Source: an optimization exercise on an open RTL-to-GDS flow (aim: small area and a short achievable clock period). Production flows keep margins and buffers that such runs may drop.

== alpha ==
// top_FPU
module top_FPU ( clk, rst, operation, a_fpn, b_fpn, out );
  input  logic        clk;
  input  logic        rst;
  input  logic [1:0]  operation;
  input  logic [31:0] a_fpn;
  input  logic [31:0] b_fpn;
  output logic [31:0] out;
  logic        sa, sb, ha, hb;
  logic [7:0]  ea, eb;
  logic [22:0] ma, mb;
  logic [23:0] Ma, Mb;
  assign sa = a_fpn[31];    assign sb = b_fpn[31];
  assign ea = a_fpn[30:23]; assign eb = b_fpn[30:23];
  assign ma = a_fpn[22:0];  assign mb = b_fpn[22:0];
  assign ha = |ea;          assign hb = |eb;
  assign Ma = {ha, ma};     assign Mb = {hb, mb};
  logic op_add, op_sub, op_mul, op_div;
  assign op_add = (operation == 2'd0);
  assign op_sub = (operation == 2'd1);
  assign op_mul = (operation == 2'd2);
  assign op_div = (operation == 2'd3);
  logic zero_a, zero_b, inf_a, inf_b, nan_a, nan_b;
  assign zero_a = (a_fpn[30:0] == 31'd0);
  assign zero_b = (b_fpn[30:0] == 31'd0);
  assign inf_a  = (ea == 8'd255) && (ma == 23'd0);
  assign inf_b  = (eb == 8'd255) && (mb == 23'd0);
  assign nan_a  = (ea == 8'd255) && (ma != 23'd0);
  assign nan_b  = (eb == 8'd255) && (mb != 23'd0);
  logic a_lt_b, mag_eq, e_lt, e_eq, flag, m_eq;
  assign e_lt   = (ea < eb);
  assign e_eq   = (ea == eb);
  assign flag   = (ma < mb);
  assign m_eq   = (ma == mb);
  assign a_lt_b = e_lt | (e_eq & flag);      
  assign mag_eq = e_eq & m_eq;               
  logic [7:0] d;    
  assign d = e_lt ? (eb - ea) : (ea - eb);
  genvar gi;
  function automatic [4:0] lzc24(input [23:0] v);
    integer j;
    begin
      lzc24 = 5'd23;
      for (j = 0; j < 24; j = j + 1)
        if (v[j]) lzc24 = 23 - j;
    end
  endfunction
  logic [4:0] zb;
  assign zb = lzc24(Mb);
  logic [23:0] Msmall;
  assign Msmall = a_lt_b ? Ma : Mb;
  logic [23:0] V;
  logic [4:0]  sh;
  assign V  = op_div ? Ma : ((op_mul || d > 8'd24) ? 24'd0 : Msmall);
  assign sh = op_div ? (zb + {4'd0, flag}) : (5'd24 - d[4:0]);
  logic [47:0] X;
  assign X = {24'd0, V} << sh;
  logic [30:0] big;
  ...
For scale: about 32 flip-flops, roughly 100 I/O pins, ~54000 um^2 of cells after synthesis.
==> flow/config.mk <==
export PLATFORM = sky130hd
export DESIGN_NAME = top_FPU
export DESIGN_NICKNAME = top_FPU
export VERILOG_FILES = /design/flow/design.v
export SDC_FILE = /design/flow/constraint.sdc
export NUM_CORES = 8
export LEC_CHECK = 0
export ABC_AREA = 0
export ABC_CLOCK_PERIOD_IN_PS = 1000000
export CAP_MARGIN = 20
export CORE_MARGIN = 2
export CORE_UTILIZATION = 55
export GPL_ROUTABILITY_DRIVEN = 0
export GPL_TIMING_DRIVEN = 0
export SLEW_MARGIN = 20
export SYNTH_HIERARCHICAL = 1
==> flow/constraint.sdc <==
create_clock -name core_clock -period 1000.0 [get_ports {clk}]
set_input_delay 200.0000 -clock core_clock [delete_from_list [all_inputs] [get_ports {clk}]]
set_output_delay 200.0000 -clock core_clock [all_outputs]
set_load 0.01 [all_outputs]
run.sh (not shown) runs the stock make flow with config.mk's settings and CLKGATE_MAP_FILE= SYNTH_SCRIPT=/design/flow/synth_recipe.tcl, a recipe that flattens the netlist after the stock synthesis.
diff inputs: alpha => beta
--- a/flow/design.v
+++ b/flow/design.v
@@ -90,31 +90,41 @@
       res_as = {(!a_lt_b && !mag_eq) ? sa : sb, 8'd255, 23'd0};
     end else if (sum[24]) begin
       res_as = {sign_as, e_big + 8'd1, sum[23:1]};
     end else if ((e_big >= 8'd127) && ((e_big - 8'd127) < {3'd0, zu})) begin
       res_as = {sign_as, 31'd0};
     end else begin
       res_as = {sign_as, e_big - {3'd0, zu}, Un[22:0]};
     end
   end
-  logic [23:0] Mbm, Nd;
+  logic [5:0] t;
+  always_comb begin
+    case (d)
+      8'd24: t = 6'd3;
+      8'd25: t = 6'd6;
+      8'd26: t = 6'd9;
+      8'd27: t = 6'd12;
+      8'd28: t = 6'd15;
+      8'd29: t = 6'd18;
+      default: t = 6'd0;
+    endcase
+  end
+  logic [5:0] mclr;
+  assign mclr = {1'b0, zb} + t;
+  logic [23:0] N0, Nd;
+  assign N0 = Mb << zb;      
   generate
-    for (gi = 0; gi < 24; gi = gi + 1) begin : g_mbm
-      if (gi < 18) begin : g_clr
-        assign Mbm[gi] = Mb[gi] & (d < 8'd24 + gi / 3);
-      end else begin : g_keep
-        assign Mbm[gi] = Mb[gi];
-      end
+    for (gi = 0; gi < 24; gi = gi + 1) begin : g_nd
+      assign Nd[gi] = N0[gi] & (mclr <= gi);
     end
   endgenerate
-  assign Nd = Mbm << zb;     
   logic bz;    
-  assign bz = (Mbm == 24'd0);
+  assign bz = (mclr >= 6'd24);
   logic [23:0] Np;    
   assign Np  = op_mul ? Ma : Nd;
   logic mul_n;
   assign mul_n = ~op_mul;
   logic [23:0] Np_g0, Np_g1, Npb_g0, Npb_g1;
   logic op_mul_g0, op_mul_g1;
   hd_buf_4 u_om0 (.A(op_mul), .X(op_mul_g0));
   hd_buf_4 u_om1 (.A(op_mul), .X(op_mul_g1));
   logic mul_n_g0, mul_n_g1;
### Flow results
- On beta: diode insertion count for antenna repair is 4 lower than what alpha gave.
- beta vs alpha on distinct cell type count of the synthesized netlist: beta is the lower one.
- beta vs. alpha: wire length on met1 now sits higher; core utilization neither gained nor lost much; horizontal die dimension held; data required time at the worst endpoint -50 ps.
- Between alpha and beta, the die outline area does not differ in any meaningful way.
- Compared to alpha, beta has final critical path time including I/O delays and setup 2460 ps higher.
No functional check of the RTL was part of any run of this note.

-- static timing again, ports no longer ideal --
The flow's constraints put no driver on any port. The routed layouts listed below were extracted and timed again, unchanged, in two steps. Step 1: set_driving_cell puts a clkbuf_16 on clk and a buf_2 on each other input, an assumption about the parent block. Step 2 adds t to the input delays and takes it off the output delays; t is the mean of the earliest and latest rising clock arrival at the registers after step 1. Input paths then give back, and output paths get back, about the clock's delay inside the block. Three values: ideal, step 1, step 2; two values: the first two.
run | t (ns) | slack for setup (ns) | slew at the worst register clock pin (ns) | worst slew at a driven data input, ns
alpha | 0.302 | 708.978 / 708.985 / 708.683 | 0.05 / 0.05 | 0.05
beta | 0.324 | 706.518 / 706.532 / 706.209 | 0.06 / 0.06 | 0.06
After both steps setup and hold are still met in every run listed. For beta, which loses most, drivers alone change the setup slack by +0.014 ns; drivers and shift together by -0.309 ns.
